From an optimization exercise on the open Yosys and OpenROAD flow, aimed at small area, a short achievable clock period and few clock cycles per item; shortcuts taken in it are not production practice. No functional check of the RTL was part of any run shown here.

==> flow/design.v, too long to show whole: its modules and the start of the top module <==
// module verilog_multiplier: 1386 lines
module verilog_multiplier(clk, rst, ready, op1, op2, res, done);
  // ...
==> flow/flow/run.sh <==
#!/bin/bash
# Own flow: the standard layout, except that synthesis runs Yosys's fine
# stage without its early "abc -fast", so that extract_fa finds the design's
# full adders as written (no inverter between adders). The standard synthesis
# runs first; its register names are given to the own netlist's registers,
# and the standard netlist is used as it is if the registers do not match.
set -uo pipefail
W=$(pwd)
R=$W/orfs/results/$FLOW_PLATFORM/verilog_multiplier/base
bash standard.sh synth > log_standard_synth.txt 2>&1 || exit 1
cp "$R/1_2_yosys.v" "$W/ref_1_2_yosys.v"
sed '1s/.*/proc synth {args} { if {[lsearch -glob $args "fine:*"] >= 0} { yosys synth -nofsm -noshare -noabc {*}$args } else { yosys synth -nofsm -noshare {*}$args } }/' synth_recipe.tcl > own_synth.tcl
sed "s|SYNTH_SCRIPT=[^ ]*|SYNTH_SCRIPT=$W/own_synth.tcl|" standard.sh > own_standard.sh
if bash own_standard.sh do-yosys > log_own_synth.txt 2>&1 \
   && python3 flow/rename.py "$W/ref_1_2_yosys.v" "$R/1_2_yosys.v" "$W/own_1_2_yosys.v" > log_rename.txt 2>&1; then
  cp "$W/own_1_2_yosys.v" "$R/1_2_yosys.v"
  echo "own synthesis used" >> log_rename.txt
else
  cp "$W/ref_1_2_yosys.v" "$R/1_2_yosys.v"
  echo "standard synthesis used" >> log_rename.txt
fi
rm -f "$R/1_synth.odb" "$R/1_synth.sdc"
bash standard.sh "BUFFER_PORTS_ARGS=-buffer_cell sky130_fd_sc_hd__buf_4" finish > log_standard_finish.txt 2>&1
==> flow/flow/rename.py <==
#!/usr/bin/env python3
# rename.py REF OWN OUT: make OWN's flip-flops match those of the standard
# synthesis REF: the same instance names and cell types (drive strength may
# differ). Registers are paired by the net their Q drives. Where the two
# syntheses inferred an enable differently, the register is rebuilt in REF's
# cell type with the same function: an enable flip-flop with its enable tied
# high, or a plain flip-flop behind a 2:1 multiplexer. Exits 1 if registers
# cannot be paired.
import re, sys

inst_re = re.compile(r'^(\s*)(sky130_fd_sc_hd__(\w+?)_(\d+))\s+(\\\S+\s|\w+)\s*\((.*?)\);', re.M | re.S)
pin_re = re.compile(r'\.(\w+)\(([^()]*)\)')

def is_ff(base):
    return base.startswith(("df", "edf", "sdf", "dl"))

def flops(text):
    out = {}
    for m in inst_re.finditer(text):
        base = m.group(3)
        if not is_ff(base):
            continue
        pins = {p: n.strip() for p, n in pin_re.findall(m.group(6))}
        q = pins.get("Q") or pins.get("Q_N")
        if q is None or q in out:
            sys.exit("cannot key register %s" % m.group(5))
        out[q] = (base, m.group(5).strip(), pins, m)
    return out

ref = open(sys.argv[1]).read()
own = open(sys.argv[2]).read()
fr, fo = flops(ref), flops(own)
if set(fr) != set(fo):
    sys.exit("register sets differ: %s" % sorted(set(fr) ^ set(fo))[:10])

def esc(name):
    return name + " " if name.startswith("\\") else name

edits = {}   # start offset -> (end offset, replacement)
extra = []
decl = []
need_one = False
renamed = converted = 0
for q, (rbase, rname, rpins, _) in fr.items():
    obase, oname, opins, m = fo[q]
    ind = m.group(1)
    if rbase == obase:
        if oname != rname:
            text = m.group(0)
            new = text.replace(m.group(5), esc(rname), 1)
            edits[m.start()] = (m.end(), new)
            renamed += 1
        continue
    pins = ", ".join(".%s(%s)" % (p, n) for p, n in opins.items())
    if rbase == "edfxtp" and obase == "dfxtp":
        new = "%ssky130_fd_sc_hd__edfxtp_1 %s (.CLK(%s), .D(%s), .DE(my_one), .Q(%s));" % (
            ind, esc(rname), esc(opins["CLK"]), esc(opins["D"]), esc(opins["Q"]))
        need_one = True
    elif rbase == "dfxtp" and obase == "edfxtp":
        mo = "my_mux_%d" % converted
        decl.append("  wire %s;" % mo)
        extra.append("  sky130_fd_sc_hd__mux2_1 %s_c (.A0(%s), .A1(%s), .S(%s), .X(%s));" % (
            mo, esc(opins["Q"]), esc(opins["D"]), esc(opins["DE"]), mo))
        new = "%ssky130_fd_sc_hd__dfxtp_1 %s (.CLK(%s), .D(%s), .Q(%s));" % (
            ind, esc(rname), esc(opins["CLK"]), mo, esc(opins["Q"]))
    else:
        sys.exit("cell type differs for %s: %s %s" % (q, rbase, obase))
    edits[m.start()] = (m.end(), new)
    converted += 1

out, pos = [], 0
for start in sorted(edits):
    end, new = edits[start]
    out.append(own[pos:start]); out.append(new); pos = end
out.append(own[pos:])
text = "".join(out)
if need_one:
    decl.append("  wire my_one, my_zero;")
    extra.append("  sky130_fd_sc_hd__conb_1 my_tie (.HI(my_one), .LO(my_zero));")
if extra:
    i = text.rindex("endmodule")
    text = text[:i] + "\n".join(extra) + "\n" + text[i:]
if decl:
    i = text.index("\n  wire ")
    text = text[:i + 1] + "\n".join(decl) + "\n" + text[i + 1:]
# the result must pair with REF exactly
f2 = flops(text)
for q, (rbase, rname, _, _) in fr.items():
    if q not in f2 or f2[q][0] != rbase or f2[q][1] != rname:
        sys.exit("pairing failed for %s" % q)
names = [m.group(5).strip() for m in inst_re.finditer(text)]
if len(names) != len(set(names)):
    sys.exit("name clash after renaming")
open(sys.argv[3], "w").write(text)
print("renamed %d, rebuilt %d of %d registers" % (renamed, converted, len(fr)))
==> flow/standard.sh <==
#!/bin/bash
# synth_recipe.tcl (not shown) runs the flow's synth.tcl, then flattens the netlist and writes it again
# the make line also repeats each setting of config.mk as NAME=value (left out here)
make -C /OpenROAD-flow-scripts/flow DESIGN_CONFIG=/design/flow/config.mk WORK_HOME=/design/flow/orfs CLKGATE_MAP_FILE= SYNTH_SCRIPT=/design/flow/synth_recipe.tcl "${@:-finish}"
==> flow/config.mk <==
export PLATFORM = sky130hd
export DESIGN_NAME = verilog_multiplier
export DESIGN_NICKNAME = verilog_multiplier
export VERILOG_FILES = /design/flow/design.v
export SDC_FILE = /design/flow/constraint.sdc
export NUM_CORES = 4
export LEC_CHECK = 0
export CAP_MARGIN = 20
export CORE_MARGIN = 2
export CORE_UTILIZATION = 60
export SETUP_SLACK_MARGIN = 2.0
export SLEW_MARGIN = 20
==> flow/constraint.sdc <==
create_clock -name core_clock -period 8.0 [get_ports {clk}]
set_input_delay 1.6000 -clock core_clock [delete_from_list [all_inputs] [get_ports {clk}]]
set_output_delay 1.6000 -clock core_clock [all_outputs]
set_load 0.01 [all_outputs]
==> flow_metrics.py, run 1 <==
metrics = {
    "final_layout": {
        "seqCellArea_sq_um": 2600,
        "largest_reg_flops": 47,
        "num-multi-input-gates": 1981,
        "antenna_cells": 1,
        "clk_share": 0.0255,
        "n_all_buffers": 118,
        "seq_cells": 121,
        "regMostFlops": "S",
    },
    "drt": {
        "wirelength_um": 74400,
        "drc_errors": 0,
        "wl_per_cell_um": 26.6,
        "top_layer": "met4",
        "drt-initial-drc-count": 1970,
    },
    "placed_design": {
        "port_buffers": 99,
        "dpl-instance-area_sq_um": 23900,
    },
    "outcome": {
        "status": "no timing/DRC/antenna violations",
    },
    "critical_path": {
        "critPathRequiredTime_ns": 6.40,
        "crit_end": "res[10]",
        "crit_family": "compound AO/OA/AOI/OAI gates",
    },
    "global_routing": {
        "grt_max_degree": 136,
        "grt_use_total": 0.377,
    },
    "cts": {
        "clock_path_buffers": 2,
        "insertion_delay_ns": 0.42,
        "root_buffer": "clkbuf_16",
        "cts_setup_buffers": 0,
        "clock_sinks": 121,
    },
    "die": {
        "ioPinCount": 100,
        "die_h_um": 201,
    },
    "flow_run": {
        "cap_violations": 0,
    },
    "worst_hold_path": {
        "min_path_type": "flop to flop",
        "holdPathStages": 2,
    },
    "sta": {
        "worst_pin_slew_ns": 1.02,
    },
}
==> inputs of run 2 (changes only) <==
--- a/flow/design.v
+++ b/flow/design.v
@@ -37,6 +37,6 @@
     wire [15:0] t_lo;
     wire t_cl;
-    wire [47:23] t_ha;
-    wire [46:23] t_hb;
+    wire [47:22] t_ha;
+    wire [46:22] t_hb;
     wire idle = (st == IDLE);    
     wire rnd;
@@ -1122,6 +1122,6 @@
 assign t_cl = lk_g3_15;
 assign t_lo = {((tree_s[15] ^ tree_c[15]) ^ lk_g3_14), ((tree_s[14] ^ tree_c[14]) ^ lk_g3_13), ((tree_s[13] ^ tree_c[13]) ^ lk_g3_12), ((tree_s[12] ^ tree_c[12]) ^ lk_g3_11), ((tree_s[11] ^ tree_c[11]) ^ lk_g3_10), ((tree_s[10] ^ tree_c[10]) ^ lk_g3_9), ((tree_s[9] ^ tree_c[9]) ^ lk_g3_8), ((tree_s[8] ^ tree_c[8]) ^ lk_g2_7), ((tree_s[7] ^ tree_c[7]) ^ lk_g2_6), ((tree_s[6] ^ tree_c[6]) ^ lk_g2_5), ((tree_s[5] ^ tree_c[5]) ^ lk_g2_4), ((tree_s[4] ^ tree_c[4]) ^ lk_g1_3), ((tree_s[3] ^ tree_c[3]) ^ lk_g1_2), ((tree_s[2] ^ tree_c[2]) ^ lk_g0_1), ((tree_s[1] ^ tree_c[1]) ^ (tree_s[0] & tree_c[0])), (tree_s[0] ^ tree_c[0])};
-assign t_ha = tree_s[47:23] ^ tree_c[47:23];
-assign t_hb = tree_s[46:23] & tree_c[46:23];
+assign t_ha = tree_s[47:22] ^ tree_c[47:22];
+assign t_hb = tree_s[46:22] & tree_c[46:22];
 wire mk_g0_1 = (S[16] & C[16]) | ((S[16] ^ C[16]) & ccl);
 wire mk_p0_1 = (S[16] ^ C[16]) & 1'b0;
@@ -1144,6 +1144,6 @@
 wire c22 = mk_g2_6;
 wire [21:0] lo = {((S[21] ^ C[21]) ^ mk_g2_5), ((S[20] ^ C[20]) ^ mk_g2_4), ((S[19] ^ C[19]) ^ mk_g1_3), ((S[18] ^ C[18]) ^ mk_g1_2), ((S[17] ^ C[17]) ^ mk_g0_1), ((S[16] ^ C[16]) ^ ccl), S[15:0]};
-wire [47:22] ha = {S[47:23], S[22] ^ C[22]};
-wire [46:22] hb = {C[47:24], S[22] & C[22]};
+wire [47:22] ha = S[47:22];
+wire [46:22] hb = C[47:23];
 wire ut24 = ha[24] ^ hb[23];
 wire ug24 = ha[24] & hb[23];
@@ -1363,6 +1363,6 @@
     wire [47:0] p_next = (st == R0) ? q0 : shl ? {S[46:0], 1'b0} : shr ? {1'b0, S[47:1]} : S;
     always @(posedge clk) begin
-        S <= {t_ha, tree_s[22:16], t_lo} | (p_next & {48{~idle}});
-        C <= {t_hb, 1'b0, tree_c[22:16]};
+        S <= {t_ha, tree_s[21:16], t_lo} | (p_next & {48{~idle}});
+        C <= {t_hb, 1'b0, tree_c[21:16]};
         ccl <= t_cl;
         pay <= nan2 ? op2[21:0] : op1[21:0];
==> run 2 against run 1 <==
Net effect:
- register-to-register slack worse by 0.07 ns
- critical path depth is 2 higher
- utilization up 0.23 points
- via count grew 5.7%
- synthesized area up 1.2%
- worst setup slack better by 0.056 ns
- largest cell class unchanged
- still clean on timing, DRC and antenna
- count of clock-buffer cells in the layout fell by 4
==> flow_metrics.py, run 2 <==
metrics = {
    "outcome": {
        "status": "no timing/DRC/antenna violations",
    },
    "sta": {
        "fin_crit_ns": 5.86,
        "worst_pin_slew_ns": 1.11,
        "slew_headroom": 0.238,
        "fin_hold_ws_ns": 0.528,
        "finalSetupViolCount": 0,
        "rsz0062_at_grt": "no",
        "slew_viol_final": 0,
        "clock_skew_ns": 0.0170,
        "post-route-period-util": 0.733,
        "max_clock_freq_ghz": 0.171,
        "fin_setup_tns_ns": 0,
        "finalWorstSetupSlack_ns": 2.14,
        "finalHoldViolations": 0,
    },
    "global_routing": {
        "grt_first_pass_wirelength_um": 122000,
        "gr-total-overflow": 0,
        "grt_use_total": 0.395,
        "first_global_vias": 21200,
        "grt_max_degree": 114,
        "antenna_found_initial": 5,
    },
    "critical_path": {
        "slowest_delay_ns": 0.49,
        "critPathRequiredTime_ns": 6.40,
        "worst-path-buf-inv": 1,
        "crit_family": "compound AO/OA/AOI/OAI gates",
        "path_class": "flop to output pin",
        "startpoint": "S[16]",
        "r2r-start": "st[2]",
        "rr_worst_depth": 14,
        "critical-path-slowest-cell": "fa_1",
        "cp_max_fo": 6,
        "crit_cells": 14,
        "endpoint_kind": "output pin",
        "crit_path_cell_trace": "fa_1, a211oi_2, o21ai_2, a21o_1, ha_1, nand2b_2, a2111o_1, a31oi_4, o21ai_1, a21oi_2, o21ai_0, xor2_1, a221o_1, buf_4",
        "arrival_ns": 4.26,
        "cp-start-kind": "flop",
    },
    "final_layout": {
        "areaGrowthSynthToFinish_pct": 5.88,
        "regMostFlops": "S",
        "final_cell_mix": "544 x and3_1, 493 x fa_1, 155 x nand2_1, 146 x nor2_1, 113 x buf_4",
        "drive_gt1_frac": 0.0885,
        "nFillCells": 3222,
        "mostFrequentLayoutCell": "and3_1",
        "top_regs": "S: 47 flops, C: 31 flops, pay: 22 flops",
        "post-route-util": 0.644,
        "final_nets": 2981,
        "largest_reg_flops": 47,
    },
    "drt": {
        "drc_errors": 0,
        "vias_per_cell": 7.01,
        "wl_per_cell_um": 27.5,
        "drt-initial-drc-count": 2316,
        "vias": 20000,
        "drt_first_pass_iters": 6,
        "wirelength_um": 78600,
        "ant_nets": 0,
    },
    "logic_synthesis": {
        "syn_area_sq_um": 23500,
        "syn-num-nets": 3070,
        "syn_area_per_cell_sq_um": 9.78,
        "synth_warnings": 1,
        "synthCells": 2404,
    },
    "die": {
        "num_rows": 72,
        "die-area_sq_um": 40800,
        "start_util": 0.608,
        "core_area_sq_um": 38600,
        "dieWidth_um": 202,
        "die_h_um": 202,
        "ioPinCount": 100,
    },
    "cts": {
        "htree_levels": 4,
        "path_clk_slew_ns": 0.06,
        "clock_sinks": 121,
        "insertion_delay_ns": 0.44,
        "root_buffer": "clkbuf_16",
        "cts_tree": "yes",
        "clock_path_buffers": 2,
        "numCtsBuffers": 17,
    },
    "placed_design": {
        "hpwl_um": 50800,
        "port_buffers": 99,
        "routabilityCongestion": 0.903,
        "place_ws_ns": 1.57,
    },
    "worst_hold_path": {
        "holdPathStages": 2,
        "worstHoldStart": "S[1]",
        "min_path_type": "flop to flop",
    },
    "flow_run": {
        "cap_violations": 0,
    },
}
[run 2: final cells by class]
type | count | area, sq um | area share
multi-input combinational | 2030 | 20000 | 0.804
sequential | 121 | 2600 | 0.104
timing repair buffer | 116 | 890 | 0.0357
tap | 518 | 648 | 0.0260
clock buffer | 19 | 464 | 0.0186
inverter | 27 | 128 | 0.00513
clock inverter | 13 | 106 | 0.00427
timing repair inverter | 2 | 17.5 | 0.000704
antenna | 7 | 17.5 | 0.000704
[run 2: per-stage QoR]
stage | cell area [sq um] | std cells
finish | 24900 | 2853
global route | 24900 | 2851
CTS | 24800 | 2845
detailed placement | 24200 | 2811
global placement | 24200 | 2811
floorplan | 23500 | 2404
[run 2: layer usage]
metal / vias to the layer above / share of wire / track usage
met5: - / 0 / 0
met4: 0 / 0.058 / 0.223
met3: 315 / 0.091 / 0.0747
met2: 1218 / 0.47 / 0.635
met1: 10200 / 0.38 / 0.504
li1: 8257 / - / -
[run 2: repair_timing]
item	4_1_cts	5_1_grt
gates cloned	2	0
setup endpoints to repair	31	31
pin swaps	1	3
hold endpoints to repair	0	0
setup buffers	0	1
hold buffers	0	0
gates resized for setup	10	12
[run 2: path summary, 6_finish.rpt]
path,to,slack (ns)
max,res[15],2.14
min,S[1],0.53
max reg2reg,S[28],2.18
min reg2reg,S[1],0.53
max in group asynchronous,rndr,6.64
min in group asynchronous,done,1.09
[run 2: worst min-delay path, stage by stage (launching register included)]
cell	delay, ns
dfxtp_1	0.32
nor2_1	0.10
o21bai_1	0.06

==> separate check: timing with driven ports <==
The results above use ideal ports. As a check the final layouts listed here were re-extracted and re-timed, cells and wires unchanged. Step 1 assumes that a clkbuf_16 drives the clock port and a buf_2 every other input. Step 2 times the ports against the registers' clock, not the clock port: input delays grow and output delays shrink by t, the midpoint of the rising clock arrivals with the driver on. a / b / c = ideal / step 1 / step 2; a / b = the first two.
run	shift t [ns]	setup slack, ns	worst hold slack (ns)	worst slew at a driven data input, ns
run 1	0.465	2.079 / 2.033 / 1.727	0.532 / 0.532 / 0.532	0.04
run 2	0.476	2.135 / 2.089 / 1.725	0.528 / 0.528 / 0.528	0.03
After both steps setup and hold are still met in every run listed. For run 2, which loses most, drivers alone change the setup slack by -0.046 ns; drivers and shift together by -0.410 ns.
